From an optimization exercise on the open Yosys and OpenROAD flow, aimed at small area, a short achievable clock period and few clock cycles per item; shortcuts taken in it are not production practice.
No functional check of the RTL was part of any run shown here.
Power is estimated from default activity; no workload was simulated.

File: flow/constraint.sdc
create_clock -name core_clock -period 10.0 [get_ports {ap_clk}]
set_input_delay 2.0000 -clock core_clock [delete_from_list [all_inputs] [get_ports {ap_clk}]]
set_output_delay 2.0000 -clock core_clock [all_outputs]
set_load 0.01 [all_outputs]
File: flow/design.v
module DMAC_FIFO #(
    parameter       DEPTH_LG2           = 4,
    parameter       DATA_WIDTH          = 32
    )
(
    input   wire                        clk,
    input   wire                        rst_n,
    output  wire                        full_o,
    input   wire                        wren_i,
    input   wire    [DATA_WIDTH-1:0]    wdata_i,
    output  wire                        empty_o,
    input   wire                        rden_i,
    output  wire    [DATA_WIDTH-1:0]    rdata_o
);
    localparam  FIFO_DEPTH              = (1<<DEPTH_LG2);
    reg     [DATA_WIDTH-1:0]            mem[FIFO_DEPTH];
    reg                                 full,       full_n,
                                        empty,      empty_n;
    reg     [DEPTH_LG2:0]               wrptr,      wrptr_n,
                                        rdptr,      rdptr_n;
    always_ff @(posedge clk)
        if (!rst_n) begin
            for (int i=0; i<FIFO_DEPTH; i++) begin
                mem[i]                      <= {DATA_WIDTH{1'b0}};
            end
        end
        else begin
            if (wren_i) begin
                mem[wrptr[DEPTH_LG2-1:0]]   <= wdata_i;
            end
        end
    always_ff @(posedge clk)
        if (!rst_n) begin
            full                        <= 1'b0;
            empty                       <= 1'b1;     
            wrptr                       <= {(DEPTH_LG2+1){1'b0}};
            rdptr                       <= {(DEPTH_LG2+1){1'b0}};
        end
        else begin
            full                        <= full_n;
            empty                       <= empty_n;
            wrptr                       <= wrptr_n;
            rdptr                       <= rdptr_n;
        end
    always_comb begin
        wrptr_n                     = wrptr;
        rdptr_n                     = rdptr;
        if (wren_i) begin
            wrptr_n                     = wrptr + 'd1;
        end
        if (rden_i) begin
            rdptr_n                     = rdptr + 'd1;
        end
        empty_n                     = (wrptr_n == rdptr_n);
        full_n                      = (wrptr_n[DEPTH_LG2]!=rdptr_n[DEPTH_LG2])
                                     &(wrptr_n[DEPTH_LG2-1:0]==rdptr_n[DEPTH_LG2-1:0]);
    end
    assign  full_o                      = full;
    assign  empty_o                     = empty;
    assign  rdata_o                     = mem[rdptr[DEPTH_LG2-1:0]];
endmodule
`timescale 1ns/1ps
module s_axi_control
#(parameter
    C_S_AXI_ADDR_WIDTH = 6,
    C_S_AXI_DATA_WIDTH = 32
)(
    input  wire                          ACLK,
    input  wire                          ARESET,
    input  wire                          ACLK_EN,
    input  wire [C_S_AXI_ADDR_WIDTH-1:0] AWADDR,
    input  wire                          AWVALID,
    output wire                          AWREADY,
    input  wire [C_S_AXI_DATA_WIDTH-1:0] WDATA,
    input  wire [C_S_AXI_DATA_WIDTH/8-1:0] WSTRB,
    input  wire                          WVALID,
    output wire                          WREADY,
    output wire [1:0]                    BRESP,
    output wire                          BVALID,
    input  wire                          BREADY,
    input  wire [C_S_AXI_ADDR_WIDTH-1:0] ARADDR,
    input  wire                          ARVALID,
    output wire                          ARREADY,
    output wire [C_S_AXI_DATA_WIDTH-1:0] RDATA,
    output wire [1:0]                    RRESP,
    output wire                          RVALID,
    input  wire                          RREADY,
    output wire                          user_start,    
    input  wire                          user_done,     
    output wire                          user_busy,
    output wire [31:0]                   byte_len,
    output wire [31:0]                   src_addr,
    output wire [31:0]                   dst_addr
);
localparam
    ADDR_USER_CTRL       = 6'h10,
    ADDR_BYTE_LEN_DATA   = 6'h14,
    ADDR_SRC_DATA        = 6'h18,
    ADDR_DST_DATA        = 6'h1c;
reg         aw_held;                     
reg         bvalid;
reg  [3:0]  wsel;                        
wire        w_hs;
wire [31:0] wmask;
assign AWREADY = !aw_held & !bvalid;
assign WREADY  = aw_held;
assign BVALID  = bvalid;
assign BRESP   = 2'b00;
assign w_hs    = WVALID & aw_held;
assign wmask   = { {8{WSTRB[3]}}, {8{WSTRB[2]}}, {8{WSTRB[1]}}, {8{WSTRB[0]}} };
always @(posedge ACLK) begin
    if (ARESET) begin
        aw_held <= 1'b0;
        bvalid  <= 1'b0;
        wsel    <= 4'd0;
    end else begin
        if (AWVALID & AWREADY) begin
            aw_held <= 1'b1;
            wsel    <= { AWADDR[5:0] == ADDR_DST_DATA,
                         AWADDR[5:0] == ADDR_SRC_DATA,
                         AWADDR[5:0] == ADDR_BYTE_LEN_DATA,
                         AWADDR[5:0] == ADDR_USER_CTRL };
        end
        if (w_hs) begin
            aw_held <= 1'b0;
            bvalid  <= 1'b1;
        end else if (BREADY) begin
            bvalid  <= 1'b0;
        end
    end
end
reg  [31:0] byte_len_reg;
reg  [31:0] src_addr_reg;
reg  [31:0] dst_addr_reg;
reg         start_f;
reg         done_f;
reg         idle_f;
always @(posedge ACLK) begin
    if (ARESET) begin
        byte_len_reg <= 32'd0;
        src_addr_reg <= 32'd0;
        dst_addr_reg <= 32'd0;
    end else if (w_hs) begin
        if (wsel[1]) byte_len_reg <= (WDATA & wmask) | (byte_len_reg & ~wmask);
        if (wsel[2]) src_addr_reg <= (WDATA & wmask) | (src_addr_reg & ~wmask);
        if (wsel[3]) dst_addr_reg <= (WDATA & wmask) | (dst_addr_reg & ~wmask);
    end
end
assign user_start = w_hs & wsel[0] & WSTRB[0] & WDATA[0] & !start_f;
assign user_busy  = start_f;
assign byte_len   = byte_len_reg;
assign src_addr   = src_addr_reg;
assign dst_addr   = dst_addr_reg;
reg         rvalid;
reg  [31:0] rdata;
wire        ar_hs;
wire [5:0]  raddr;
wire        rd_ctrl;
assign ARREADY = !rvalid;
assign RVALID  = rvalid;
assign RDATA   = rdata;
assign RRESP   = 2'b00;
assign ar_hs   = ARVALID & !rvalid;
assign raddr   = ARADDR[5:0];
assign rd_ctrl = ar_hs & (raddr == ADDR_USER_CTRL);
always @(posedge ACLK) begin
    if (ARESET) begin
        rvalid <= 1'b0;
        rdata  <= 32'd0;
    end else begin
        if (ar_hs)
            rvalid <= 1'b1;
        else if (RREADY)
            rvalid <= 1'b0;
        if (ar_hs) begin
            case (raddr)
                ADDR_USER_CTRL:     rdata[2:0] <= { idle_f, done_f | user_done, start_f & !user_done };
                ADDR_BYTE_LEN_DATA: rdata      <= byte_len_reg;
                ADDR_SRC_DATA:      rdata      <= src_addr_reg;
                ADDR_DST_DATA:      rdata      <= dst_addr_reg;
                default: ;
            endcase
        end
    end
end
always @(posedge ACLK) begin
    if (ARESET) begin
        start_f <= 1'b0;
        done_f  <= 1'b0;
        idle_f  <= 1'b0;
    end else begin
        if (user_start)
            start_f <= 1'b1;
        else if (user_done)
            start_f <= 1'b0;
        done_f  <= (done_f | user_done) & !rd_ctrl;
        idle_f  <= !start_f;
    end
end
endmodule
`timescale 1ns/1ps
module DMAC_ENGINE
(
    input   wire                clk,
    input   wire                rst_n,   
    input   wire    [31:0]      src_addr_i,
    input   wire    [31:0]      dst_addr_i,
    input   wire    [31:0]      byte_len_i,
    input   wire                start_i,     
    output  wire                done_o,      
    output  wire    [31:0]      awaddr_o,
    output  wire    [7:0]       awlen_o,
    output  wire                awvalid_o,
    input   wire                awready_i,
    output  wire    [255:0]     wdata_o,
    output  wire                wlast_o,
    output  wire                wvalid_o,
    input   wire                wready_i,
    input   wire                bvalid_i,
    output  wire    [31:0]      araddr_o,
    output  wire    [7:0]       arlen_o,
    output  wire                arvalid_o,
    input   wire                arready_i,
    input   wire    [255:0]     rdata_i,
    input   wire                rlast_i,
    input   wire                rvalid_i,
    output  wire                rready_o
);
    reg                 s_ar,        
                        s_aw,        
                        s_nx,        
                        s_wb;        
    reg     [18:0]      bcnt;        
    reg     [18:0]      hi;          
    reg     [1:0]       wout;        
    wire    [18:0]      nfull   = byte_len_i[31:13];     
    wire    [7:0]       nlast   = byte_len_i[12:5];      
    wire                at_last = (bcnt == nfull);
    wire                ar_hs   = s_ar & arready_i;
    wire                aw_hs   = s_aw & awready_i;
    wire    [18:0]      hi_sum  = (s_ar ? dst_addr_i[31:13] : src_addr_i[31:13]) + bcnt;
    wire                fin     = (wout == 2'd0) | ((wout == 2'd1) & bvalid_i);
    wire                idle    = !(s_ar | s_aw | s_nx | s_wb);
    always @(posedge clk) begin
        if (!rst_n) begin
            s_ar    <= 1'b0;
            s_aw    <= 1'b0;
            s_nx    <= 1'b0;
            s_wb    <= 1'b0;
            bcnt    <= 19'd0;
            hi      <= 19'd0;
            wout    <= 2'd0;
        end else begin
            if (idle | ar_hs | s_nx)
                hi      <= hi_sum;
            if (start_i)
                s_ar    <= 1'b1;
            if (ar_hs) begin
                s_ar    <= 1'b0;
                s_aw    <= 1'b1;
            end
            if (aw_hs) begin
                s_aw    <= 1'b0;
                if (at_last) begin
                    s_wb    <= 1'b1;
                end else begin
                    s_nx    <= 1'b1;
                    bcnt    <= bcnt + 19'd1;
                end
            end
            if (s_nx) begin
                if (at_last & (nlast == 8'd0)) begin
                    s_nx    <= 1'b0;
                    s_wb    <= 1'b1;
                end else if (wout != 2'd3) begin
                    s_nx    <= 1'b0;
                    s_ar    <= 1'b1;
                end
            end
            if (s_wb & fin) begin
                s_wb    <= 1'b0;
                bcnt    <= 19'd0;
            end
            wout <= wout + {1'b0, aw_hs} - {1'b0, bvalid_i};
        end
    end
    assign done_o    = s_wb & fin;
    assign araddr_o  = { hi, src_addr_i[12:5], 5'd0 };
    assign awaddr_o  = { hi, dst_addr_i[12:5], 5'd0 };
    assign arlen_o   = at_last ? nlast - 8'd1 : 8'hFF;
    assign awlen_o   = arlen_o;
    assign arvalid_o = s_ar;
    assign awvalid_o = s_aw;
    assign wdata_o   = rdata_i;
    assign wlast_o   = rlast_i;
    assign wvalid_o  = rvalid_i;
    assign rready_o  = wready_i;
endmodule
`timescale 1ns / 1ps
module DMAC_TOP #(
  parameter integer C_S_AXI_CONTROL_ADDR_WIDTH = 12 ,
  parameter integer C_S_AXI_CONTROL_DATA_WIDTH = 32
)(
    input  wire                                    ap_clk,
    input  wire                                    ap_rstn,
    input  wire                                    s_axi_control_awvalid,
    output wire                                    s_axi_control_awready,
    input  wire [C_S_AXI_CONTROL_ADDR_WIDTH-1:0]   s_axi_control_awaddr ,
    input  wire                                    s_axi_control_wvalid ,
    output wire                                    s_axi_control_wready ,
    input  wire [C_S_AXI_CONTROL_DATA_WIDTH-1:0]   s_axi_control_wdata  ,
    input  wire [C_S_AXI_CONTROL_DATA_WIDTH/8-1:0] s_axi_control_wstrb  ,
    input  wire                                    s_axi_control_arvalid,
    output wire                                    s_axi_control_arready,
    input  wire [C_S_AXI_CONTROL_ADDR_WIDTH-1:0]   s_axi_control_araddr ,
    output wire                                    s_axi_control_rvalid ,
    input  wire                                    s_axi_control_rready ,
    output wire [C_S_AXI_CONTROL_DATA_WIDTH-1:0]   s_axi_control_rdata  ,
    output wire [2-1:0]                            s_axi_control_rresp  ,
    output wire                                    s_axi_control_bvalid ,
    input  wire                                    s_axi_control_bready ,
    output wire [2-1:0]                            s_axi_control_bresp  ,
    output  wire    [3:0]       m_axi_awid,
    output  wire    [31:0]      m_axi_awaddr,
    output  wire    [7:0]       m_axi_awlen,
    output  wire    [2:0]       m_axi_awsize,
    output  wire    [1:0]       m_axi_awburst,
    output  wire                m_axi_awvalid,
    input   wire                m_axi_awready,
    output  wire                m_axi_awlock,
    output  wire    [3:0]       m_axi_awcache,
    output  wire    [2:0]       m_axi_awprot,
    output  wire    [3:0]       m_axi_awqos,
    output  wire    [3:0]       m_axi_awregion,
    output  wire    [255:0]      m_axi_wdata,
    output  wire    [31:0]       m_axi_wstrb,
    output  wire                m_axi_wlast,
    output  wire                m_axi_wvalid,
    input   wire                m_axi_wready,
    input   wire    [3:0]       m_axi_bid,
    input   wire    [1:0]       m_axi_bresp,
    input   wire                m_axi_bvalid,
    output  wire                m_axi_bready,
    output  wire    [3:0]       m_axi_arid,
    output  wire    [31:0]      m_axi_araddr,
    output  wire    [7:0]       m_axi_arlen,
    output  wire    [2:0]       m_axi_arsize,
    output  wire    [1:0]       m_axi_arburst,
    output  wire                m_axi_arvalid,
    input   wire                m_axi_arready,
    output  wire                m_axi_arlock,
    output  wire    [3:0]       m_axi_arcache,
    output  wire    [2:0]       m_axi_arprot,
    output  wire    [3:0]       m_axi_arqos,
    output  wire    [3:0]       m_axi_arregion,
    input   wire    [3:0]       m_axi_rid,
    input   wire    [255:0]      m_axi_rdata,
    input   wire    [1:0]       m_axi_rresp,
    input   wire                m_axi_rlast,
    input   wire                m_axi_rvalid,
    output  wire                m_axi_rready
);
    wire                        user_start,
                                user_done,
                                user_busy;
    wire    [31:0]              src_addr,
                                dst_addr;
    wire    [31:0]              byte_len;
    assign m_axi_awlock    = 1'b0;
    assign m_axi_awcache   = 4'd0;
    assign m_axi_awprot    = 3'd0;
    assign m_axi_awqos     = 4'd0;
    assign m_axi_awregion  = 4'd0;
    assign m_axi_arlock    = 1'b0;
    assign m_axi_arcache   = 4'd0;
    assign m_axi_arprot    = 3'd0;
    assign m_axi_arqos     = 4'd0;
    assign m_axi_arregion  = 4'd0;
    assign m_axi_awid      = 4'd0;
    assign m_axi_arid      = 4'd0;
    assign m_axi_awsize    = 3'b101;         
    assign m_axi_awburst   = 2'b01;          
    assign m_axi_arsize    = 3'b101;
    assign m_axi_arburst   = 2'b01;
    assign m_axi_wstrb     = 32'hFFFF_FFFF;
    assign m_axi_bready    = 1'b1;
    s_axi_control #(
        .C_S_AXI_ADDR_WIDTH ( C_S_AXI_CONTROL_ADDR_WIDTH ),
        .C_S_AXI_DATA_WIDTH ( C_S_AXI_CONTROL_DATA_WIDTH )
    ) inst_control_s_axi (
        .ACLK      ( ap_clk                ),
        .ARESET    ( !ap_rstn              ),
        .ACLK_EN   ( 1'b1                  ),
        .AWVALID   ( s_axi_control_awvalid ),
        .AWREADY   ( s_axi_control_awready ),
        .AWADDR    ( s_axi_control_awaddr  ),
        .WVALID    ( s_axi_control_wvalid  ),
        .WREADY    ( s_axi_control_wready  ),
        .WDATA     ( s_axi_control_wdata   ),
        .WSTRB     ( s_axi_control_wstrb   ),
        .ARVALID   ( s_axi_control_arvalid ),
        .ARREADY   ( s_axi_control_arready ),
        .ARADDR    ( s_axi_control_araddr  ),
        .RVALID    ( s_axi_control_rvalid  ),
        .RREADY    ( s_axi_control_rready  ),
        .RDATA     ( s_axi_control_rdata   ),
        .RRESP     ( s_axi_control_rresp   ),
        .BVALID    ( s_axi_control_bvalid  ),
        .BREADY    ( s_axi_control_bready  ),
        .BRESP     ( s_axi_control_bresp   ),
        .user_start( user_start            ),
        .user_done ( user_done             ),
        .user_busy ( user_busy             ),
        .byte_len  ( byte_len              ),
        .src_addr  ( src_addr              ),
        .dst_addr  ( dst_addr              )
    );
    DMAC_ENGINE u_engine (
        .clk        ( ap_clk        ),
        .rst_n      ( ap_rstn       ),
        .src_addr_i ( src_addr      ),
        .dst_addr_i ( dst_addr      ),
        .byte_len_i ( byte_len      ),
        .start_i    ( user_start    ),
        .done_o     ( user_done     ),
        .awaddr_o   ( m_axi_awaddr  ),
        .awlen_o    ( m_axi_awlen   ),
        .awvalid_o  ( m_axi_awvalid ),
        .awready_i  ( m_axi_awready ),
        .wdata_o    ( m_axi_wdata   ),
        .wlast_o    ( m_axi_wlast   ),
        .wvalid_o   ( m_axi_wvalid  ),
        .wready_i   ( m_axi_wready  ),
        .bvalid_i   ( m_axi_bvalid  ),
        .araddr_o   ( m_axi_araddr  ),
        .arlen_o    ( m_axi_arlen   ),
        .arvalid_o  ( m_axi_arvalid ),
        .arready_i  ( m_axi_arready ),
        .rdata_i    ( m_axi_rdata   ),
        .rlast_i    ( m_axi_rlast   ),
        .rvalid_i   ( m_axi_rvalid  ),
        .rready_o   ( m_axi_rready  )
    );
endmodule
File: flow/flow/run.sh
#!/bin/bash
# The standard layout (standard.sh: unchanged synthesis, floorplan, power grid and
# routing), with these settings changed:
#  - the port buffers that global placement inserts are buf_1 cells, not the
#    slow delay-buffer cell buffer_ports picks by default;
#  - clock tree synthesis uses clkbuf_4/clkbuf_8 and adds no dummy loads;
#  - timing repair aims for 5.9 ns of setup slack instead of 0, so it sizes and
#    buffers paths down toward the 4 ns that the port delays leave.
# The clock, its period and the I/O constraints are the standard flow's, untouched.
set -euo pipefail
export BUFFER_PORTS_ARGS="-buffer_cell sky130_fd_sc_hd__buf_1"
export CTS_ARGS="-sink_clustering_enable -repair_clock_nets -dont_use_dummy_load -buf_list {sky130_fd_sc_hd__clkbuf_4 sky130_fd_sc_hd__clkbuf_8}"
export SETUP_SLACK_MARGIN=5.9
bash standard.sh finish > standard.log 2>&1
File: flow/standard.sh
#!/bin/bash
# synth_recipe.tcl (not shown) runs the flow's synth.tcl, then flattens the netlist and writes it again
# the make line also repeats each setting of config.mk as NAME=value (left out here)
make -C /OpenROAD-flow-scripts/flow DESIGN_CONFIG=/design/flow/config.mk WORK_HOME=/design/flow/orfs CLKGATE_MAP_FILE= SYNTH_SCRIPT=/design/flow/synth_recipe.tcl "${@:-finish}"
File: flow/config.mk
export PLATFORM = sky130hd
export DESIGN_NAME = DMAC_TOP
export DESIGN_NICKNAME = DMAC_TOP
export VERILOG_FILES = /design/flow/design.v
export SDC_FILE = /design/flow/constraint.sdc
export NUM_CORES = 4
export LEC_CHECK = 0
export CAP_MARGIN = 20
export CORE_AREA = 2 2 288 288
export DIE_AREA = 0 0 290 290
export PLACE_DENSITY = 0.6
export SLEW_MARGIN = 20
==> parameters.txt, run 1 <==
Parameter                              Value

Synth
  Synth Cell Area ... 11,900 sq um
  Synth Area per Inst ... 7.81 sq um
  Adder-cell area share of the yosys netlist ... 0.0247
  Fraction of the mapped netlist area in simple logic gates ... 0.175
  Share of cell area taken by muxes after synthesis ... 0.0498
  Sequential element share of the synthesized area ... 0.305
  Number of enable flip-flop cells after synthesis ... 0
  Synth warnings ... 2
  Share of the synthesized area in the top cell type ... 0.305
  Library cell occupying the most area in the post-synthesis netlist ... sky130_fd_sc_hd__dfxtp_1
  Number of distinct library cell variants in the gate-level netlist after synthesis ... 65
  Flip-flop cell with the highest count after synthesis ... sky130_fd_sc_hd__dfxtp_1
  Total of flip-flops plus latches after synthesis ... 182
  Gate count after technology mapping ... 1,529
  Fraction of synthesized cell area in xor and xnor cells ... 0.0330
  Main combinational cell family by area after synthesis ... buffers and inverters
  Cell types with the largest area share after synthesis ... sky130_fd_sc_hd__dfxtp_1, sky130_fd_sc_hd__buf_4, sky130_fd_sc_hd__nand2_1
  Synth Area in Compound Gates ... 0.135
  Ys async rst share ... 0

STA
  Final worst-path cycle share ... 0.431
  Peak clock frequency supported by timing ... 232 MHz
  Shortest period the worst path allows ... 4.31 ns
  Clock tree skew after final layout ... 0.0632 ns
  Setup-violating endpoint count in the final report ... 0
  Setup TNS ... 0 ns
  RSZ-0062 raised after global routing ... yes
  Total count of max-transition violations in the final report ... 0
  Slew Limit Headroom ... 0.216
  Least-Margin Pin Slew ... 1.17 ns
  Hold violation count in the final report ... 0
  Final setup slack of the worst path ... 5.69 ns

Worst setup path
  Capture point of the worst reg-to-reg path ... u_engine.hi[17]
  Register-to-register setup slack ... 6.69 ns
  Endpoint type of the worst setup path ... output port
  Data arrival time of the critical path ... 2.31 ns
  Family of cells with the greatest summed delay on the critical path ... simple AND/OR/NAND/NOR gates
  Delay of the slowest critical-path stage ... 0.38 ns
  Required arrival time at the worst endpoint ... 8.00 ns
  Nature of the critical path startpoint ... flop
  Critical path start-end classification ... flop to output port
  Register-to-Register Path Depth ... 9
  Cell chain of the critical path ... xor2_1 > nor4_2 > nand4_1 > nor2_4 > buf_12 > buf_8 > nand2_4 > buf_6
  Slowest CP cell ... sky130_fd_sc_hd__dfxtp_4
  Peak fanout along the critical path ... 8
  Worst reg2reg path startpoint ... u_engine.s_ar
  CP Buf/Inv Count ... 3

Place
  Gpl congestion ... 0.790
  Number of port buffers ... 166
  Sum of net half-perimeters after detailed placement ... 35,500 microns
  Worst setup slack before clock tree synthesis ... 5.38 ns

Route
  Detailed-route via count ... 9,329
  Iteration-0 DRC count of the detailed router ... 644
  Via count normalized by instance count ... 3.83
  Drt drc ... 0
  Count of antenna-violating nets left after detailed routing ... 0
  Total iterations of the first detailed-routing run ... 5
  WL/cell ... 19.1 microns
  Detailed-route wire length ... 46,400 microns

Power
  Leakage power ... 3.95 nW
  Proportion of power drawn by flip-flops and latches ... 0.601
  Switching power as a share of total power ... 0.264
  Worst ir drop on vdd ... 76.7 uV
  Power per cell area ... 105 nW/um^2
  Clock network fraction of design power ... 0.335
  Share of total power in combinational logic ... 0.064
  Cell internal pwr ... 0.000891 W
  Sw power ... 0.000320 W

Clocking
  Clock transition time at the flip-flop clock pins of the worst setup and hold paths ... 0.10 ns
  Clock latency on the worst-skew pair ... 0.54 ns
  Number of buffers inserted during clock tree synthesis ... 17
  TritonCTS clock tree ... done
  Max Root-Sink Buffers ... 2
  H-Tree Level Count ... 4
  Library cell used as clock root buffer ... sky130_fd_sc_hd__clkbuf_8
  Total number of clock tree sinks ... 182

Status
  Result of the run ... timing/DRC/antenna clean

Die
  Die width ... 290 microns
  Core Area ... 80,800 sq um
  Ports placed on the boundary ... 806
  Die Height ... 290 microns
  Rows ... 104
  Starting utilization of the core area ... 0.148
  Total Die Area ... 84,100 sq um

Hold path
  Number of stages on the worst hold path ... 2
  Worst Hold Class ... flop to flop
  Capture endpoint of the worst hold path ... inst_control_s_axi.rdata[9]
  Startpoint of the lowest-slack hold path ... inst_control_s_axi.rdata[9]

Global route
  Global-route wire length before repair ... 63,600 microns
  Via count of the first global-routing pass ... 8,461
  Pin count of the biggest net entering global routing ... 86
  Number of antenna violations at the first check in global routing ... 14
  Global-route total usage across every layer ... 0.106
  Total overflow reported by the global router ... 0

Final layout
  Total number of nets in the final design ... 1,736
  Share of post-route cells with drive strength above 1 ... 0.0810
  Area overhead of the layout relative to synthesis ... -3.12%
  Filler Cells Inserted ... 9,331

Run
  Max-cap violations ... 0
-- power by group through the flow --
stage          clock (W)  sequential, W  combinational (W)
5_1_grt         0.000446       0.000728          0.0000856
4_1_cts         0.000421       0.000728          0.0000772
3_3_place_gp           0       0.000745          0.0000763
3_5_place_dp           0       0.000745          0.0000766
2_1_floorplan          0       0.000745           0.000216
6_report        0.000405       0.000728          0.0000780
-- cell families (layout without fill, tap and decap cells) --
kind of cell               count (synthesis)  in the layout
buffers and inverters                    469            213
DFF                                      182            182
muxes                                     57             57
AOI/OAI and AO/OA                        273            273
adders and majority gates                 23             23
and+or+nand+nor                          478            480
other                                      2            103
xor gates and xnor gates                  45             45
-- Yosys cell counts (2+ instances only) --
library cell	number
sky130_fd_sc_hd__and3_1	11
sky130_fd_sc_hd__o31ai_1	6
sky130_fd_sc_hd__nand4_1	25
sky130_fd_sc_hd__ha_1	22
sky130_fd_sc_hd__nor4_1	5
sky130_fd_sc_hd__buf_6	4
sky130_fd_sc_hd__or3_1	8
sky130_fd_sc_hd__o211ai_1	37
sky130_fd_sc_hd__nor2_1	53
sky130_fd_sc_hd__and2_1	5
sky130_fd_sc_hd__mux2_2	19
sky130_fd_sc_hd__o22ai_1	4
sky130_fd_sc_hd__a31oi_1	2
sky130_fd_sc_hd__buf_4	401
sky130_fd_sc_hd__nand2b_1	4
sky130_fd_sc_hd__nand3_1	12
sky130_fd_sc_hd__o32ai_1	2
sky130_fd_sc_hd__nand2_1	323
sky130_fd_sc_hd__clkbuf_1	41
sky130_fd_sc_hd__a21oi_1	169
sky130_fd_sc_hd__nor2b_1	4
sky130_fd_sc_hd__a211oi_1	6
sky130_fd_sc_hd__o21a_1	2
sky130_fd_sc_hd__o21ai_0	17
sky130_fd_sc_hd__inv_1	14
sky130_fd_sc_hd__a32oi_1	3
sky130_fd_sc_hd__nor3_1	8
sky130_fd_sc_hd__o21bai_1	2
sky130_fd_sc_hd__a21o_1	6
sky130_fd_sc_hd__conb_1	2
sky130_fd_sc_hd__buf_2	9
sky130_fd_sc_hd__a311o_1	2
sky130_fd_sc_hd__xor2_1	26
sky130_fd_sc_hd__dfxtp_1	182
sky130_fd_sc_hd__mux2i_1	38
sky130_fd_sc_hd__xnor2_1	19
sky130_fd_sc_hd__or4_1	8
-- through the flow --
stage	power [W]	hold WS [ns]	utilization	instance area [sq um]	instances
after floorplan	0.000961	0.421	-	13300	1624
after global placement	0.000822	0.442	0.137	11100	2402
after detailed placement	0.000822	0.447	0.137	11100	2402
after CTS	0.00123	0.457	0.142	11500	2429
after global routing	0.00126	0.484	0.143	11600	2431
final	0.00121	0.457	0.143	11600	2436
-- per-layer routing --
metal / GRT usage / wire (microns) / part of all wire / vias up
met4: 0.0483 / 1680 / 0.036 / 18
met3: 0.0531 / 5260 / 0.11 / 130
li1: - / - / - / 4323
met2: 0.157 / 20100 / 0.43 / 515
met1: 0.126 / 19300 / 0.42 / 4343
met5: 0 / 115 / 0.0025 / -
-- tightest hold or removal path: cells and delay by family (launching register included) --
| family | cells | cell delay [ns] |
|---|---|---|
| AND/OR/NAND/NOR | 1 | 0.05 |
| flip-flops | 1 | 0.31 |
| AO/OA/AOI/OAI | 1 | 0.05 |
-- worst max path at each step --
stage	startpoint	to	slack [ns]	cells after the start
after global placement	u_engine.bcnt[12]	m_axi_awlen[5]	5.36	6
after global routing	u_engine.bcnt[12]	m_axi_arlen[0]	5.60	8
after CTS	u_engine.bcnt[14]	m_axi_arlen[0]	5.68	8
after detailed placement	s_axi_control_araddr[1]	inst_control_s_axi.rdata[18]	5.38	6
final	u_engine.bcnt[12]	m_axi_awlen[0]	5.69	8
after floorplan	m_axi_wready	m_axi_rready	5.90	1
-- area by class of cell --
| class | instances | area [sq um] | share of cell area |
|---|---|---|---|
| flip-flops and latches | 182 | 3670 | 0.318 |
| repair buffers | 182 | 810 | 0.0700 |
| diodes | 6 | 15.0 | 0.00130 |
| multi-input cells | 975 | 5450 | 0.472 |
| clock buffers | 17 | 234 | 0.0202 |
| well taps | 1060 | 1330 | 0.115 |
| inverters | 14 | 55.1 | 0.00476 |
-- placed cells by master (no fill, tap or decap), types with 13 or more instances in the layout --
cell and instances:
sky130_fd_sc_hd__buf_1 151, sky130_fd_sc_hd__o21ai_0 17, sky130_fd_sc_hd__clkbuf_8 17, sky130_fd_sc_hd__ha_1 22, sky130_fd_sc_hd__xnor2_1 19, sky130_fd_sc_hd__mux2_2 19, sky130_fd_sc_hd__nand2_1 316, sky130_fd_sc_hd__xor2_1 26
sky130_fd_sc_hd__o211ai_1 37, sky130_fd_sc_hd__mux2i_1 38, sky130_fd_sc_hd__buf_4 15, sky130_fd_sc_hd__inv_1 13, sky130_fd_sc_hd__nor2_1 52, sky130_fd_sc_hd__dfxtp_1 165, sky130_fd_sc_hd__nand4_1 25, sky130_fd_sc_hd__a21oi_1 169
sky130_fd_sc_hd__conb_1 97, sky130_fd_sc_hd__dfxtp_2 14
-- repair_timing --
item	CTS	global route
setup endpoints to repair	16	20
setup buffers	9	0
pin swaps	7	4
gates resized for setup	43	18
hold buffers	0	0
gates cloned	1	1
==> run 2: changes to the inputs <==
--- a/flow/design.v
+++ b/flow/design.v
@@ -232,6 +232,7 @@
                         s_wb;        
     reg     [18:0]      bcnt;        
     reg     [18:0]      hi;          
+    reg                 last;        
     reg     [1:0]       wout;        
     wire    [18:0]      nfull   = byte_len_i[31:13];     
     wire    [7:0]       nlast   = byte_len_i[12:5];      
@@ -249,10 +250,13 @@
             s_wb    <= 1'b0;
             bcnt    <= 19'd0;
             hi      <= 19'd0;
+            last    <= 1'b0;
             wout    <= 2'd0;
         end else begin
             if (idle | ar_hs | s_nx)
                 hi      <= hi_sum;
+            if (idle | s_nx)
+                last    <= at_last;
             if (start_i)
                 s_ar    <= 1'b1;
             if (ar_hs) begin
@@ -261,7 +265,7 @@
             end
             if (aw_hs) begin
                 s_aw    <= 1'b0;
-                if (at_last) begin
+                if (last) begin
                     s_wb    <= 1'b1;
                 end else begin
                     s_nx    <= 1'b1;
@@ -287,7 +291,7 @@
     assign done_o    = s_wb & fin;
     assign araddr_o  = { hi, src_addr_i[12:5], 5'd0 };
     assign awaddr_o  = { hi, dst_addr_i[12:5], 5'd0 };
-    assign arlen_o   = at_last ? nlast - 8'd1 : 8'hFF;
+    assign arlen_o   = last ? nlast - 8'd1 : 8'hFF;
     assign awlen_o   = arlen_o;
     assign arvalid_o = s_ar;
     assign awvalid_o = s_aw;
==> parameters.txt, run 2 <==
Parameter                              Value

Status
  Result of the run ... timing/DRC/antenna clean (unchanged)

Power
  Overall Power ... 0.00123 W (was 0.00121 W)
  Power per cell area ... 108 nW/um^2 (was 105 nW/um^2)
  Leakage power ... 3.68 nW (was 3.95 nW)
  Clock network fraction of design power ... 0.331 (was 0.335)
  Cell internal pwr ... 0.000900 W (was 0.000891 W)
  Worst ir drop on vdd ... 76.5 uV (was 76.7 uV)
  Switching power as a share of total power ... 0.267 (was 0.264)
  Sw power ... 0.000328 W (was 0.000320 W)
  Proportion of power drawn by flip-flops and latches ... 0.599 (was 0.601)
  Share of total power in combinational logic ... 0.070 (was 0.064)

Route
  Via count normalized by instance count ... 3.85 (was 3.83)
  Drt drc ... 0 (unchanged)
  WL/cell ... 20.0 microns (was 19.1 microns)
  Count of antenna-violating nets left after detailed routing ... 0 (unchanged)
  Detailed-route wire length ... 48,400 microns (was 46,400 microns)
  Iteration-0 DRC count of the detailed router ... 759 (was 644)
  Total iterations of the first detailed-routing run ... 5 (unchanged)
  Detailed-route via count ... 9,298 (was 9,329)

Worst setup path
  Register-to-register setup slack ... 6.52 ns (was 6.69 ns)
  Endpoint type of the worst setup path ... output port (unchanged)
  Crit path capture ... m_axi_wdata[91] (was m_axi_awlen[0])
  Worst reg2reg path startpoint ... u_engine.s_ar (unchanged)
  Nature of the critical path startpoint ... input pin (was flop)
  Crit path launch ... m_axi_rdata[91] (was u_engine.bcnt[12])
  Capture point of the worst reg-to-reg path ... u_engine.hi[16] (was u_engine.hi[17])
  Critical path start-end classification ... input pin to output port (was flop to output port)
  Worst path depth ... 0 (was 8)
  Peak fanout along the critical path ... 1 (was 8)
  Register-to-Register Path Depth ... 11 (was 9)
  Data arrival time of the critical path ... 2.00 ns (was 2.31 ns)
  Required arrival time at the worst endpoint ... 8.00 ns (about the same)

Clocking
  Setup Fix Bufs, Post-CTS ... 0 (was 9)
  Total number of clock tree sinks ... 183 (was 182)
  H-Tree Level Count ... 4 (unchanged)
  Library cell used as clock root buffer ... sky130_fd_sc_hd__clkbuf_8 (unchanged)
  Clock transition time at the flip-flop clock pins of the worst setup and hold paths ... 0.07 ns (was 0.10 ns)
  TritonCTS clock tree ... done (unchanged)
  Max Root-Sink Buffers ... 2 (unchanged)
  Clock latency on the worst-skew pair ... 0.53 ns (was 0.54 ns)
  Hold buffer count at CTS ... 0 (unchanged)
  Number of buffers inserted during clock tree synthesis ... 17 (unchanged)

STA
  Slew Limit Headroom ... 0.282 (was 0.216)
  Least-Margin Pin Slew ... 1.08 ns (was 1.17 ns)
  RSZ-0062 raised after global routing ... no (was yes)
  Hold Worst Slack ... 0.440 ns (was 0.457 ns)
  Hold violation count in the final report ... 0 (unchanged)
  Setup TNS ... 0 ns (unchanged)
  Total count of max-transition violations in the final report ... 0 (unchanged)
  Clock tree skew after final layout ... 0.0447 ns (was 0.0632 ns)
  Final worst-path cycle share ... 0.400 (was 0.431)
  Setup-violating endpoint count in the final report ... 0 (unchanged)
  Shortest period the worst path allows ... 4.00 ns (was 4.31 ns)
  Peak clock frequency supported by timing ... 250 MHz (was 232 MHz)

Global route
  Pin count of the biggest net entering global routing ... 73 (was 86)
  Number of antenna violations at the first check in global routing ... 19 (was 14)
  Global-route wire length before repair ... 65,300 microns (was 63,600 microns)
  Global-route total usage across every layer ... 0.109 (was 0.106)
  Via count of the first global-routing pass ... 8,425 (was 8,461)
  Total overflow reported by the global router ... 0 (unchanged)

Final layout
  Area overhead of the layout relative to synthesis ... -5.52% (was -3.12%)
  Leading cell type in the layout, fill and taps excluded ... sky130_fd_sc_hd__nand2_1 (unchanged)
  Total number of nets in the final design ... 1,714 (was 1,736)
  Filler Cells Inserted ... 9,302 (was 9,331)
  Share of post-route cells with drive strength above 1 ... 0.0512 (was 0.0810)
  Most used cells in the layout excluding fill and tap cells ... sky130_fd_sc_hd__nand2_1, sky130_fd_sc_hd__dfxtp_1, sky130_fd_sc_hd__buf_1 (was sky130_fd_sc_hd__nand2_1, sky130_fd_sc_hd__a21oi_1, sky130_fd_sc_hd__dfxtp_1)

Synth
  Synth Area per Inst ... 7.91 sq um (was 7.81 sq um)
  Cell types with the largest area share after synthesis ... sky130_fd_sc_hd__dfxtp_1, sky130_fd_sc_hd__buf_4, sky130_fd_sc_hd__nand2_1 (unchanged)
  Number of enable flip-flop cells after synthesis ... 0 (unchanged)
  Library cell occupying the most area in the post-synthesis netlist ... sky130_fd_sc_hd__dfxtp_1 (unchanged)
  Ys async rst share ... 0 (unchanged)
  Most instantiated library cell after synthesis ... sky130_fd_sc_hd__buf_4 (unchanged)
  Number of distinct library cell variants in the gate-level netlist after synthesis ... 72 (was 65)
  Sequential element share of the synthesized area ... 0.305 (about the same)
  Share of the synthesized area in the top cell type ... 0.305 (about the same)
  Synth warnings ... 2 (unchanged)
  Total of flip-flops plus latches after synthesis ... 183 (was 182)
  Synth Cell Area ... 12,000 sq um (was 11,900 sq um)
  Gate count after technology mapping ... 1,519 (was 1,529)
  Most instantiated cells after synthesis ... sky130_fd_sc_hd__buf_4, sky130_fd_sc_hd__nand2_1, sky130_fd_sc_hd__dfxtp_1 (unchanged)
  Flip-flop cell with the highest count after synthesis ... sky130_fd_sc_hd__dfxtp_1 (unchanged)

Place
  Sum of net half-perimeters after detailed placement ... 37,800 microns (was 35,500 microns)
  Gpl congestion ... 0.797 (was 0.790)
  Number of port buffers ... 166 (unchanged)

Run
  Max-cap violations ... 0 (unchanged)

Hold path
  Worst Hold Class ... flop to flop (unchanged)

Die
  Ports placed on the boundary ... 806 (unchanged)
  Core Area ... 80,800 sq um (unchanged)
  Die Height ... 290 microns (unchanged)
  Die width ... 290 microns (unchanged)
  Total Die Area ... 84,100 sq um (unchanged)
  Rows ... 104 (unchanged)
  Starting utilization of the core area ... 0.149 (was 0.148)
run 2: cell count changes after synthesis, moves of 13 or more:
cell | before | now
sky130_fd_sc_hd__o221a_1 | 0 | 13
sky130_fd_sc_hd__clkbuf_1 | 41 | 24
sky130_fd_sc_hd__a221o_1 | 1 | 16
sky130_fd_sc_hd__nor2_1 | 53 | 71
sky130_fd_sc_hd__nand2_1 | 323 | 295
sky130_fd_sc_hd__nand3_1 | 12 | 27
sky130_fd_sc_hd__mux2i_1 | 38 | 20
sky130_fd_sc_hd__o211ai_1 | 37 | 16
run 2: worst min path at each step:
| stage | startpoint | endpoint | slack, ns | depth (start not counted) |
|---|---|---|---|---|
| after floorplan | inst_control_s_axi.start_f | inst_control_s_axi.idle_f | 0.41 | 1 |
| after global placement | inst_control_s_axi.start_f | inst_control_s_axi.idle_f | 0.43 | 1 |
| after detailed placement | inst_control_s_axi.start_f | inst_control_s_axi.idle_f | 0.43 | 1 |
| after CTS | inst_control_s_axi.start_f | inst_control_s_axi.idle_f | 0.44 | 1 |
| after global routing | inst_control_s_axi.start_f | inst_control_s_axi.idle_f | 0.45 | 1 |
| final | inst_control_s_axi.start_f | inst_control_s_axi.idle_f | 0.44 | 1 |
run 2: through the flow:
stage | utilization | cell area, sq um | cells | worst slack (ns)
finish | 0.140 | 11300 | 2415 | 6.00
global route | 0.140 | 11300 | 2409 | 5.93
CTS | 0.140 | 11300 | 2407 | 5.91
detailed placement | 0.137 | 11100 | 2390 | 5.44
global placement | 0.137 | 11100 | 2390 | 5.44
floorplan | - | 13300 | 1614 | 5.90
run 2: repair_timing:
| action | in CTS | in global routing |
|---|---|---|
| resized for setup | 2 | 3 |
| setup endpoints to repair | 2 | 7 |
| gates cloned | 0 | 1 |
| pin swaps | 0 | 1 |
run 2: layout make-up:
class | count | area, sq um | area share
timing repair buffer | 176 | 701 | 0.0618
inverter | 16 | 62.6 | 0.00551
multi-input combinational | 956 | 5340 | 0.471
antenna | 7 | 17.5 | 0.00154
tap | 1060 | 1330 | 0.117
clock buffer | 17 | 234 | 0.0206
sequential | 183 | 3660 | 0.323
run 2: kinds of logic (layout without fill, tap and decap cells):
| kind of cell | count (synthesis) | count (layout) | synth area share |
|---|---|---|---|
| AO/OA/AOI/OAI | 264 | 264 | 0.142 |
| buffers and inverters | 476 | 209 | 0.282 |
| XOR/XNOR | 52 | 52 | 0.0379 |
| adder cells (fa/ha/maj) | 23 | 23 | 0.0246 |
| other | 2 | 104 | 0.000625 |
| AND/OR/NAND/NOR | 481 | 482 | 0.174 |
| flip-flops | 183 | 183 | 0.305 |
| multiplexers | 38 | 38 | 0.0336 |
run 2: power groups by stage:
stage / combinational (W) / clock [W] / sequential, W
final: 0.0000857 / 0.000407 / 0.000736
after detailed placement: 0.0000849 / 0 / 0.000753
after global placement: 0.0000844 / 0 / 0.000753
after floorplan: 0.000220 / 0 / 0.000752
after CTS: 0.0000852 / 0.000419 / 0.000736
after global routing: 0.0000935 / 0.000443 / 0.000737
run 2: per-layer routing:
layer	routed length, microns	track usage	vias up
met3	5630	0.0528	162
met5	161	0	-
li1	-	-	4275
met1	19700	0.128	4306
met2	20900	0.163	529
met4	2020	0.0574	26
==> run 3: changes to the inputs <==
==> flow/flow/run.sh (replaced) <==
#!/bin/bash
# The standard layout (standard.sh: unchanged synthesis, floorplan, power grid and
# routing), with these settings changed:
#  - the port buffers that global placement inserts are buf_1 cells, not the
#    slow delay-buffer cell buffer_ports picks by default;
#  - clock tree synthesis uses clkbuf_4/clkbuf_8 and adds no dummy loads;
#  - timing repair aims for 6.0 ns of setup slack instead of 0, so it sizes and
#    buffers paths down toward the 4 ns that the port delays leave.
# The clock, its period and the I/O constraints are the standard flow's, untouched.
set -euo pipefail
export BUFFER_PORTS_ARGS="-buffer_cell sky130_fd_sc_hd__buf_1"
export CTS_ARGS="-sink_clustering_enable -repair_clock_nets -dont_use_dummy_load -buf_list {sky130_fd_sc_hd__clkbuf_4 sky130_fd_sc_hd__clkbuf_8}"
export SETUP_SLACK_MARGIN=6.0
bash standard.sh finish > standard.log 2>&1
==> parameters.txt, run 3 <==
Parameter                              Value

Worst setup path
  Required arrival time at the worst endpoint ... 8.00 ns (about the same)
  Peak fanout along the critical path ... 1 (unchanged)
  Data arrival time of the critical path ... 2.00 ns (about the same)
  Capture point of the worst reg-to-reg path ... u_engine.hi[16] (unchanged)
  Register-to-Register Path Depth ... 11 (unchanged)
  Register-to-register setup slack ... 6.52 ns (about the same)
  Critical path start-end classification ... input pin to output port (unchanged)
  Endpoint type of the worst setup path ... output port (unchanged)
  Worst reg2reg path startpoint ... u_engine.s_ar (unchanged)
  Nature of the critical path startpoint ... input pin (unchanged)

Synth
  Share of cell area taken by muxes after synthesis ... 0.0336 (unchanged)
  Adder-cell area share of the yosys netlist ... 0.0246 (unchanged)
  Total of flip-flops plus latches after synthesis ... 183 (unchanged)
  Share of the synthesized area in the top cell type ... 0.305 (unchanged)
  Most instantiated cells after synthesis ... sky130_fd_sc_hd__buf_4, sky130_fd_sc_hd__nand2_1, sky130_fd_sc_hd__dfxtp_1 (unchanged)
  Main combinational cell family by area after synthesis ... buffers and inverters (unchanged)
  Fraction of the mapped netlist area in simple logic gates ... 0.174 (unchanged)
  Synth Area in Compound Gates ... 0.142 (unchanged)
  Library cell occupying the most area in the post-synthesis netlist ... sky130_fd_sc_hd__dfxtp_1 (unchanged)
  Synth warnings ... 2 (unchanged)
  Sequential element share of the synthesized area ... 0.305 (unchanged)
  Most instantiated library cell after synthesis ... sky130_fd_sc_hd__buf_4 (unchanged)
  Synth Area per Inst ... 7.91 sq um (unchanged)
  Number of enable flip-flop cells after synthesis ... 0 (unchanged)
  Gate count after technology mapping ... 1,519 (unchanged)
  Synth Cell Area ... 12,000 sq um (unchanged)
  Cell types with the largest area share after synthesis ... sky130_fd_sc_hd__dfxtp_1, sky130_fd_sc_hd__buf_4, sky130_fd_sc_hd__nand2_1 (unchanged)
  Ys async rst share ... 0 (unchanged)
  Fraction of synthesized cell area in xor and xnor cells ... 0.0379 (unchanged)
  Flip-flop cell with the highest count after synthesis ... sky130_fd_sc_hd__dfxtp_1 (unchanged)
  Number of distinct library cell variants in the gate-level netlist after synthesis ... 72 (unchanged)

Place
  DP Cell Count ... 2,390 (unchanged)
  Sum of net half-perimeters after detailed placement ... 37,800 microns (unchanged)
  Gpl congestion ... 0.797 (unchanged)
  Number of port buffers ... 166 (unchanged)

Final layout
  Filler Cells Inserted ... 9,298 (was 9,302)
  Most used cells in the layout excluding fill and tap cells ... sky130_fd_sc_hd__nand2_1, sky130_fd_sc_hd__dfxtp_1, sky130_fd_sc_hd__buf_1 (unchanged)
  Number of non-filler instances in the completed layout ... 2,415 (unchanged)
  Leading cell type in the layout, fill and taps excluded ... sky130_fd_sc_hd__nand2_1 (unchanged)
  Area overhead of the layout relative to synthesis ... -5.36% (was -5.52%)
  Share of post-route cells with drive strength above 1 ... 0.0534 (was 0.0512)
  Area of all sequential standard cells ... 3670 sq um (was 3660 sq um)
  Multi-input gate area in the final layout ... 5360 sq um (was 5340 sq um)
  Share of the core filled with cells ... 0.141 (was 0.140)
  Total number of nets in the final design ... 1,714 (unchanged)

Route
  Detailed-route via count ... 9,295 (was 9,298)
  Detailed-route wire length ... 48,300 microns (was 48,400 microns)
  Iteration-0 DRC count of the detailed router ... 736 (was 759)
  Count of antenna-violating nets left after detailed routing ... 0 (unchanged)
  Total iterations of the first detailed-routing run ... 6 (was 5)
  WL/cell ... 20.0 microns (about the same)
  Via count normalized by instance count ... 3.85 (about the same)
  Drt drc ... 0 (unchanged)

Global route
  Total overflow reported by the global router ... 0 (unchanged)
  Via count of the first global-routing pass ... 8,453 (was 8,425)
  Global-route total usage across every layer ... 0.110 (was 0.109)
  Pin count of the biggest net entering global routing ... 73 (unchanged)
  Number of antenna violations at the first check in global routing ... 19 (unchanged)
  Global-route wire length before repair ... 65,600 microns (was 65,300 microns)

Die
  Die Height ... 290 microns (unchanged)
  Die width ... 290 microns (unchanged)
  Rows ... 104 (unchanged)
  Starting utilization of the core area ... 0.149 (unchanged)
  Ports placed on the boundary ... 806 (unchanged)
  Core Area ... 80,800 sq um (unchanged)
  Total Die Area ... 84,100 sq um (unchanged)

STA
  Peak clock frequency supported by timing ... 250 MHz (about the same)
  Slew Limit Headroom ... 0.338 (was 0.282)
  Least-Margin Pin Slew ... 0.994 ns (was 1.08 ns)
  Clock tree skew after final layout ... 0.0445 ns (was 0.0447 ns)
  Shortest period the worst path allows ... 4.00 ns (about the same)
  Setup-violating endpoint count in the final report ... 0 (unchanged)
  Hold violation count in the final report ... 0 (unchanged)
  Total count of max-transition violations in the final report ... 0 (unchanged)
  Setup TNS ... 0 ns (unchanged)
  RSZ-0062 raised after global routing ... yes (was no)
  Final worst-path cycle share ... 0.400 (about the same)

Clocking
  TritonCTS clock tree ... done (unchanged)
  Number of buffers inserted during clock tree synthesis ... 17 (unchanged)
  Max Root-Sink Buffers ... 2 (unchanged)
  Hold buffer count at CTS ... 0 (unchanged)
  Total number of clock tree sinks ... 183 (unchanged)
  Setup Fix Bufs, Post-CTS ... 0 (unchanged)
  Clock transition time at the flip-flop clock pins of the worst setup and hold paths ... 0.07 ns (about the same)
  Library cell used as clock root buffer ... sky130_fd_sc_hd__clkbuf_8 (unchanged)
  Clock latency on the worst-skew pair ... 0.53 ns (about the same)
  H-Tree Level Count ... 4 (unchanged)

Status
  Result of the run ... timing/DRC/antenna clean (unchanged)

Hold path
  Worst Hold Class ... flop to flop (unchanged)
  Number of stages on the worst hold path ... 1 (unchanged)
  Startpoint of the lowest-slack hold path ... inst_control_s_axi.start_f (unchanged)
  Capture endpoint of the worst hold path ... inst_control_s_axi.idle_f (unchanged)

Power
  Leakage power ... 3.68 nW (about the same)
  Power per cell area ... 108 nW/um^2 (about the same)
  Worst ir drop on vdd ... 75.5 uV (was 76.5 uV)

Run
  Max-cap violations ... 0 (unchanged)
-- run 3: cell counts after synthesis --
No cell type changed its count.
-- run 3: per-layer routing --
layer  wire length (microns)  global-route usage  vias to the layer above
li1                        -                   -                     4274
met1                   19800               0.129                     4317
met2                   20800               0.164                      512
met3                    5480              0.0528                      166
met4                    2060              0.0584                       26
met5                     161                   0                        -
-- run 3: cell type report --
| type | count | share of cell area |
|---|---|---|
| multi-input cells | 956 | 0.471 |
| repair buffers | 176 | 0.0617 |
| diodes | 7 | 0.00154 |
| well taps | 1060 | 0.117 |
| clock buffers | 17 | 0.0206 |
| flip-flops and latches | 183 | 0.323 |
| inverters | 16 | 0.00550 |
-- run 3: kinds of logic (layout without fill, tap and decap cells) --
| group | Yosys count | count (layout) |
|---|---|---|
| AOI/OAI and AO/OA | 264 | 264 |
| xor gates and xnor gates | 52 | 52 |
| adders and majority gates | 23 | 23 |
| buffers and inverters | 476 | 209 |
| DFF | 183 | 183 |
| muxes | 38 | 38 |
| other | 2 | 104 |
| and+or+nand+nor | 481 | 482 |
-- run 3: how the worst max path moves through the flow --
stage,slack (ns),end,startpoint,depth (start not counted)
floorplan,5.90,m_axi_rready,m_axi_wready,1
global placement,5.44,inst_control_s_axi.rdata[14],s_axi_control_araddr[2],6
detailed placement,5.44,inst_control_s_axi.rdata[14],s_axi_control_araddr[5],8
CTS,6.00,m_axi_wdata[174],m_axi_rdata[174],0
global route,6.00,m_axi_wdata[91],m_axi_rdata[91],0
finish,6.00,m_axi_wdata[214],m_axi_rdata[214],0
-- run 3: through the flow --
stage	setup slack (ns)	cell area, sq um	total power, W	hold WS (ns)
detailed placement	5.44	11100	0.000838	0.428
global route	6.00	11300	0.00127	0.450
global placement	5.44	11100	0.000837	0.430
CTS	6.00	11300	0.00124	0.438
finish	6.00	11400	0.00123	0.441
floorplan	5.90	13300	0.000972	0.407
-- run 3: timing repair --
action	in CTS	in global routing
endpoints found under the setup margin	265	265
cloned	1	0
gates resized for setup	5	5
pin swaps	1	0
-- run 3: power by group --
part | internal, W | switching, W | leakage (nW)
clock | 0.000150 | 0.000256 | 0.122
combinational | 0.0000181 | 0.0000679 | 2.09
sequential | 0.000732 | 0.00000408 | 1.48
total | 0.000900 | 0.000328 | 3.68
==> run 4: changes to the inputs <==
--- a/flow/flow/run.sh
+++ b/flow/flow/run.sh
@@ -4,6 +4,7 @@
 #  - the port buffers that global placement inserts are buf_1 cells, not the
 #    slow delay-buffer cell buffer_ports picks by default;
 #  - clock tree synthesis uses clkbuf_4/clkbuf_8 and adds no dummy loads;
+#  - the constant outputs share one tie cell per value instead of one each;
 #  - timing repair aims for 6.0 ns of setup slack instead of 0, so it sizes and
 #    buffers paths down toward the 4 ns that the port delays leave.
 # The clock, its period and the I/O constraints are the standard flow's, untouched.
@@ -11,4 +12,5 @@
 export BUFFER_PORTS_ARGS="-buffer_cell sky130_fd_sc_hd__buf_1"
 export CTS_ARGS="-sink_clustering_enable -repair_clock_nets -dont_use_dummy_load -buf_list {sky130_fd_sc_hd__clkbuf_4 sky130_fd_sc_hd__clkbuf_8}"
 export SETUP_SLACK_MARGIN=6.0
+export SKIP_REPAIR_TIE_FANOUT=1
 bash standard.sh finish > standard.log 2>&1
==> parameters.txt, run 4 <==
Parameter                              Value

STA
  Hold violation count in the final report ... 0 (unchanged)
  Peak clock frequency supported by timing ... 250 MHz (about the same)
  Shortest period the worst path allows ... 4.00 ns (about the same)
  RSZ-0062 raised after global routing ... yes (unchanged)
  Setup TNS ... 0 ns (unchanged)
  Setup-violating endpoint count in the final report ... 0 (unchanged)
  Slew Limit Headroom ... 0.344 (was 0.338)
  Total count of max-transition violations in the final report ... 0 (unchanged)
  Clock tree skew after final layout ... 0.0348 ns (was 0.0445 ns)
  Final worst-path cycle share ... 0.400 (about the same)
  Final setup slack of the worst path ... 6.00 ns (about the same)
  Least-Margin Pin Slew ... 0.985 ns (was 0.994 ns)

Synth
  Synth Area per Inst ... 7.91 sq um (unchanged)
  Gate count after technology mapping ... 1,519 (unchanged)
  Synth Cell Area ... 12,000 sq um (unchanged)
  Total of flip-flops plus latches after synthesis ... 183 (unchanged)
  Most instantiated cells after synthesis ... sky130_fd_sc_hd__buf_4, sky130_fd_sc_hd__nand2_1, sky130_fd_sc_hd__dfxtp_1 (unchanged)
  Library cell occupying the most area in the post-synthesis netlist ... sky130_fd_sc_hd__dfxtp_1 (unchanged)
  Most instantiated library cell after synthesis ... sky130_fd_sc_hd__buf_4 (unchanged)
  Synth warnings ... 2 (unchanged)
  Flip-flop cell with the highest count after synthesis ... sky130_fd_sc_hd__dfxtp_1 (unchanged)
  Sequential element share of the synthesized area ... 0.305 (unchanged)
  Ys async rst share ... 0 (unchanged)
  Number of distinct library cell variants in the gate-level netlist after synthesis ... 72 (unchanged)
  Number of enable flip-flop cells after synthesis ... 0 (unchanged)
  Cell types with the largest area share after synthesis ... sky130_fd_sc_hd__dfxtp_1, sky130_fd_sc_hd__buf_4, sky130_fd_sc_hd__nand2_1 (unchanged)
  Share of the synthesized area in the top cell type ... 0.305 (unchanged)

Final layout
  Area overhead of the layout relative to synthesis ... -8.44% (was -5.36%)
  Most used cells in the layout excluding fill and tap cells ... sky130_fd_sc_hd__nand2_1, sky130_fd_sc_hd__dfxtp_1, sky130_fd_sc_hd__buf_1 (unchanged)
  Share of post-route cells with drive strength above 1 ... 0.0552 (was 0.0534)
  Total number of nets in the final design ... 1,617 (was 1,714)
  Leading cell type in the layout, fill and taps excluded ... sky130_fd_sc_hd__nand2_1 (unchanged)

Global route
  Global routing's busiest layer ... met2 (unchanged)
  Grt met2 use ... 0.157 (was 0.164)
  Met1 demand-to-capacity share in global routing ... 0.133 (was 0.129)
  Via count of the first global-routing pass ... 8,386 (was 8,453)
  Number of antenna violations at the first check in global routing ... 15 (was 19)
  Pin count of the biggest net entering global routing ... 84 (was 73)
  Global-route wire length before repair ... 63,800 microns (was 65,600 microns)
  GR Layer Usage met3 ... 0.0372 (was 0.0528)
  Global-route total usage across every layer ... 0.105 (was 0.110)
  Total overflow reported by the global router ... 0 (unchanged)

Die
  Rows ... 104 (unchanged)
  Starting utilization of the core area ... 0.149 (unchanged)
  Ports placed on the boundary ... 806 (unchanged)
  Total Die Area ... 84,100 sq um (unchanged)
  Die width ... 290 microns (unchanged)
  Core Area ... 80,800 sq um (unchanged)
  Die Height ... 290 microns (unchanged)

Clocking
  H-Tree Level Count ... 4 (unchanged)
  TritonCTS clock tree ... done (unchanged)
  Number of buffers inserted during clock tree synthesis ... 17 (unchanged)
  Total number of clock tree sinks ... 183 (unchanged)
  Library cell used as clock root buffer ... sky130_fd_sc_hd__clkbuf_8 (unchanged)
  Clock latency on the worst-skew pair ... 0.51 ns (was 0.53 ns)
  Hold buffer count at CTS ... 0 (unchanged)
  Clock transition time at the flip-flop clock pins of the worst setup and hold paths ... 0.08 ns (was 0.07 ns)
  Max Root-Sink Buffers ... 2 (unchanged)

Power
  Proportion of power drawn by flip-flops and latches ... 0.599 (about the same)
  Switching power as a share of total power ... 0.269 (was 0.267)
  Power per cell area ... 112 nW/um^2 (was 108 nW/um^2)
  Share of total power in combinational logic ... 0.071 (was 0.070)
  Cell internal pwr ... 0.000900 W (about the same)
  Sw power ... 0.000331 W (was 0.000328 W)
  Clock network fraction of design power ... 0.330 (was 0.331)
  Leakage power ... 3.37 nW (was 3.68 nW)
  Worst ir drop on vdd ... 76.0 uV (was 75.5 uV)

Worst setup path
  Data arrival time of the critical path ... 2.00 ns (about the same)
  Endpoint type of the worst setup path ... output port (unchanged)
  Peak fanout along the critical path ... 1 (unchanged)
  Nature of the critical path startpoint ... input pin (unchanged)
  Required arrival time at the worst endpoint ... 8.00 ns (about the same)
  Crit path launch ... m_axi_rdata[147] (was m_axi_rdata[214])
  Worst reg2reg path startpoint ... u_engine.s_ar (unchanged)
  Critical path start-end classification ... input pin to output port (unchanged)

Place
  Worst setup slack before clock tree synthesis ... 5.01 ns (was 5.44 ns)
  Gpl congestion ... 0.847 (was 0.797)
  Number of port buffers ... 166 (unchanged)
  Sum of net half-perimeters after detailed placement ... 35,200 microns (was 37,800 microns)

Status
  Result of the run ... timing/DRC/antenna clean (unchanged)

Route
  Detailed-route via count ... 9,119 (was 9,295)
  Iteration-0 DRC count of the detailed router ... 755 (was 736)
  Via count normalized by instance count ... 3.94 (was 3.85)
  Detailed-route wire length ... 45,500 microns (was 48,300 microns)
  Total iterations of the first detailed-routing run ... 5 (was 6)
  Drt drc ... 0 (unchanged)
  Count of antenna-violating nets left after detailed routing ... 0 (unchanged)
  WL/cell ... 19.7 microns (was 20.0 microns)

Run
  Max-cap violations ... 0 (unchanged)

Hold path
  Startpoint of the lowest-slack hold path ... inst_control_s_axi.start_f (unchanged)
  Worst Hold Class ... flop to flop (unchanged)
-- run 4: cell counts after synthesis --
Identical to the previous run, type by type.
-- run 4: repair_timing --
item                                    4_1_cts  5_1_grt
gates cloned                                  1        0
buffers inserted                              1        0
gates resized for setup                       5        4
pin swaps                                     1        0
endpoints found under the setup margin      291      265
-- run 4: final cells by class --
cell class,count,area [sq um]
repair buffers,174,698
flip-flops and latches,183,3670
multi-input cells,861,5000
fillers,9297,69800
inverters,16,62.6
clock buffers,17,234
diodes,4,10.0
well taps,1060,1330
-- run 4: final timing paths --
path / end / slack [ns] / depth (start not counted)
worst max-delay path: m_axi_wdata[147] / 6.00 / 0
worst min-delay path: inst_control_s_axi.idle_f / 0.45 / 1
worst max register to register: u_engine.hi[18] / 6.46 / 11
worst min register to register: inst_control_s_axi.idle_f / 0.45 / 1
-- run 4: kinds of logic after synthesis --
group,share of synthesized area
other,0.000625
XOR/XNOR,0.0379
adder cells (fa/ha/maj),0.0246
flip-flops,0.305
AO/OA/AOI/OAI,0.142
AND/OR/NAND/NOR,0.174
multiplexers,0.0336
buffers and inverters,0.282
-- run 4: routing by layer --
metal | share of wire | routed length, microns
met1 | 0.43 | 19600
met2 | 0.43 | 19600
met3 | 0.095 | 4300
met4 | 0.041 | 1890
met5 | 0.0023 | 104
-- run 4: stage by stage --
step	util	std cells	hold slack [ns]	instance area, sq um	total power (W)
after global routing	0.136	2312	0.474	11000	0.00128
final	0.136	2315	0.451	11000	0.00123
after floorplan	-	1519	0.407	13000	0.000972
after CTS	0.136	2311	0.450	11000	0.00124
after global placement	0.132	2292	0.422	10700	0.000839
after detailed placement	0.132	2292	0.436	10700	0.000839
-- run 4: power groups by stage --
stage                     combinational, W  clock, W  sequential (W)
final                            0.0000868  0.000406        0.000738
after global routing             0.0000945  0.000442        0.000738
after CTS                        0.0000860  0.000417        0.000738
after detailed placement         0.0000848         0        0.000755
after global placement           0.0000843         0        0.000755
after floorplan                   0.000220         0        0.000752
-- run 4: worst reg2reg max path: stages, from the launching register on --
cell and delay, ns:
sky130_fd_sc_hd__dfxtp_1 0.69, sky130_fd_sc_hd__buf_4 0.38, sky130_fd_sc_hd__mux2_2 0.40, sky130_fd_sc_hd__ha_1 0.21, sky130_fd_sc_hd__inv_1 0.08, sky130_fd_sc_hd__fa_1 0.17, sky130_fd_sc_hd__and2b_1 0.21, sky130_fd_sc_hd__o2111ai_1 0.39
sky130_fd_sc_hd__a2111o_1 0.30, sky130_fd_sc_hd__nand2_1 0.08, sky130_fd_sc_hd__o311a_1 0.36, sky130_fd_sc_hd__o31ai_2 0.20
==> run 5: changes to the inputs <==
==> flow/flow/run.sh (replaced) <==
#!/bin/bash
# The standard layout (standard.sh: unchanged synthesis, floorplan, power grid and
# routing), with these settings changed:
#  - the port buffers that global placement inserts are buf_1 cells, not the
#    slow delay-buffer cell buffer_ports picks by default;
#  - clock tree synthesis uses clkbuf_4/clkbuf_8, clusters of at most 10 sinks within 50 um, and adds no dummy loads;
#  - timing repair aims for 6.0 ns of setup slack instead of 0, so it sizes and
#    buffers paths down toward the 4 ns that the port delays leave.
# The clock, its period and the I/O constraints are the standard flow's, untouched.
set -euo pipefail
export BUFFER_PORTS_ARGS="-buffer_cell sky130_fd_sc_hd__buf_1"
export CTS_ARGS="-sink_clustering_enable -sink_clustering_size 10 -sink_clustering_max_diameter 50 -repair_clock_nets -dont_use_dummy_load -buf_list {sky130_fd_sc_hd__clkbuf_4 sky130_fd_sc_hd__clkbuf_8}"
export SETUP_SLACK_MARGIN=6.0
bash standard.sh finish > standard.log 2>&1
==> parameters.txt, run 5 <==
Parameter                              Value

Power
  Worst ir drop on vdd ... 75.5 uV (was 76.0 uV)
  Power per cell area ... 108 nW/um^2 (was 112 nW/um^2)

Global route
  Total overflow reported by the global router ... 0 (unchanged)
  Number of antenna violations at the first check in global routing ... 19 (was 15)
  Global-route wire length before repair ... 65,600 microns (was 63,800 microns)
  Pin count of the biggest net entering global routing ... 73 (was 84)

Worst setup path
  Required arrival time at the worst endpoint ... 8.00 ns (about the same)
  Register-to-Register Path Depth ... 11 (unchanged)
  Data arrival time of the critical path ... 2.00 ns (about the same)
  Critical path start-end classification ... input pin to output port (unchanged)
  Capture point of the worst reg-to-reg path ... u_engine.hi[16] (was u_engine.hi[18])
  Nature of the critical path startpoint ... input pin (unchanged)
  Worst reg2reg path startpoint ... u_engine.s_ar (unchanged)
  Endpoint type of the worst setup path ... output port (unchanged)
  Register-to-register setup slack ... 6.52 ns (was 6.46 ns)
  Peak fanout along the critical path ... 1 (unchanged)

Die
  Ports placed on the boundary ... 806 (unchanged)
  Total Die Area ... 84,100 sq um (unchanged)
  Die width ... 290 microns (unchanged)
  Die Height ... 290 microns (unchanged)
  Core Area ... 80,800 sq um (unchanged)
  Starting utilization of the core area ... 0.149 (unchanged)

Final layout
  Area overhead of the layout relative to synthesis ... -5.36% (was -8.44%)
  Leading cell type in the layout, fill and taps excluded ... sky130_fd_sc_hd__nand2_1 (unchanged)
  Most used cells in the layout excluding fill and tap cells ... sky130_fd_sc_hd__nand2_1, sky130_fd_sc_hd__dfxtp_1, sky130_fd_sc_hd__buf_1 (unchanged)
  Filler Cells Inserted ... 9,298 (was 9,297)
  Share of post-route cells with drive strength above 1 ... 0.0534 (was 0.0552)
  Share of the core filled with cells ... 0.141 (was 0.136)
  Total number of nets in the final design ... 1,714 (was 1,617)
  Total non-filler cell area in the finished layout ... 11,400 sq um (was 11,000 sq um)

STA
  Least-Margin Pin Slew ... 0.994 ns (was 0.985 ns)
  Shortest period the worst path allows ... 4.00 ns (about the same)
  Setup TNS ... 0 ns (unchanged)
  Hold Worst Slack ... 0.441 ns (was 0.451 ns)
  Hold violation count in the final report ... 0 (unchanged)
  Slew Limit Headroom ... 0.338 (was 0.344)
  Final worst-path cycle share ... 0.400 (about the same)
  RSZ-0062 raised after global routing ... yes (unchanged)
  Setup-violating endpoint count in the final report ... 0 (unchanged)
  Total count of max-transition violations in the final report ... 0 (unchanged)

Synth
  Cell types with the largest area share after synthesis ... sky130_fd_sc_hd__dfxtp_1, sky130_fd_sc_hd__buf_4, sky130_fd_sc_hd__nand2_1 (unchanged)
  Most instantiated library cell after synthesis ... sky130_fd_sc_hd__buf_4 (unchanged)
  Synth warnings ... 2 (unchanged)
  Library cell occupying the most area in the post-synthesis netlist ... sky130_fd_sc_hd__dfxtp_1 (unchanged)
  Synth Cell Area ... 12,000 sq um (unchanged)
  Total of flip-flops plus latches after synthesis ... 183 (unchanged)
  Number of enable flip-flop cells after synthesis ... 0 (unchanged)
  Synth Area per Inst ... 7.91 sq um (unchanged)
  Sequential element share of the synthesized area ... 0.305 (unchanged)
  Ys async rst share ... 0 (unchanged)
  Share of the synthesized area in the top cell type ... 0.305 (unchanged)

Place
  DP Cell Count ... 2,390 (was 2,292)
  Post-placement cell area ... 11,100 sq um (was 10,700 sq um)
  Number of port buffers ... 166 (unchanged)
  Gpl congestion ... 0.797 (was 0.847)

Clocking
  H-Tree Level Count ... 4 (unchanged)
  TritonCTS clock tree ... done (unchanged)
  Max Root-Sink Buffers ... 2 (unchanged)
  Total number of clock tree sinks ... 183 (unchanged)
  Clock transition time at the flip-flop clock pins of the worst setup and hold paths ... 0.07 ns (was 0.08 ns)
  Clock latency on the worst-skew pair ... 0.53 ns (was 0.51 ns)

Hold path
  Capture endpoint of the worst hold path ... inst_control_s_axi.idle_f (unchanged)
  Number of stages on the worst hold path ... 1 (unchanged)
  Startpoint of the lowest-slack hold path ... inst_control_s_axi.start_f (unchanged)

Route
  Count of antenna-violating nets left after detailed routing ... 0 (unchanged)
  Total iterations of the first detailed-routing run ... 6 (was 5)
  Via count normalized by instance count ... 3.85 (was 3.94)
  Detailed-route wire length ... 48,300 microns (was 45,500 microns)
  Drt drc ... 0 (unchanged)

Status
  Result of the run ... timing/DRC/antenna clean (unchanged)

Run
  Max-cap violations ... 0 (unchanged)
==> run 5: cell families after synthesis <==
family	share of synthesized area
adder cells (fa/ha/maj)	0.0246
buffers and inverters	0.282
XOR/XNOR	0.0379
flip-flops	0.305
AO/OA/AOI/OAI	0.142
AND/OR/NAND/NOR	0.174
multiplexers	0.0336
other	0.000625
==> run 5: metrics by stage <==
step | setup WS (ns) | total power, W
3_3_place_gp | 5.44 | 0.000837
6_report | 6.00 | 0.00123
2_1_floorplan | 5.90 | 0.000972
4_1_cts | 6.00 | 0.00124
3_5_place_dp | 5.44 | 0.000838
5_1_grt | 6.00 | 0.00127
==> run 5: where the power goes <==
group | switching (W) | internal (W) | leakage [nW]
Clock | 0.000256 | 0.000150 | 0.122
Sequential | 0.00000408 | 0.000732 | 1.48
Combinational | 0.0000679 | 0.0000181 | 2.09
==> run 5: per-layer routing <==
metal	part of all wire	track usage
met1	0.41	0.129
met2	0.43	0.164
met3	0.11	0.0528
met4	0.043	0.0584
met5	0.0033	0
==> run 5: worst max-delay path by stage <==
stage / cells after the start / startpoint / to
final: 0 / m_axi_rdata[214] / m_axi_wdata[214]
after global routing: 0 / m_axi_rdata[91] / m_axi_wdata[91]
after CTS: 0 / m_axi_rdata[174] / m_axi_wdata[174]
after detailed placement: 8 / s_axi_control_araddr[5] / inst_control_s_axi.rdata[14]
after global placement: 6 / s_axi_control_araddr[2] / inst_control_s_axi.rdata[14]
after floorplan: 1 / m_axi_wready / m_axi_rready
==> run 5: area by class of cell <==
class | count | area, sq um | share of cell area
Tap cell | 1060 | 1330 | 0.117
Multi-Input combinational cell | 956 | 5360 | 0.471
Antenna cell | 7 | 17.5 | 0.00154
Timing Repair Buffer | 176 | 701 | 0.0617
Inverter | 16 | 62.6 | 0.00550
Sequential cell | 183 | 3670 | 0.323
Clock buffer | 17 | 234 | 0.0206
==> run 5: timing repair <==
action                     CTS  global route
gates resized for setup      5             5
setup endpoints to repair  265           265
gates cloned                 1             0
pin swaps                    1             0
setup buffers                0             0

==> re-timing with driven ports <==
In the flow no input, the clock included, has a driving cell. The finished layouts below were timed again as built, in two steps.
Step 1, drivers: a clkbuf_16 drives ap_clk and a buf_2 each remaining input, both assumed.
Step 2 also shifts input and output timing later by t, the mid clock arrival at the registers, as if the neighbouring blocks saw the same clock.
a / b / c = ideal / step 1 / step 2; a / b = the first two.
run	t, ns	setup slack, ns
run 1	0.570	5.695 / 5.634 / 5.357
run 2	0.559	5.998 / 5.878 / 5.506
run 3	0.558	5.998 / 5.878 / 5.622
run 4	0.547	5.997 / 5.867 / 5.703
run 5	0.558	5.998 / 5.878 / 5.622
After both steps every run listed still meets setup and hold.
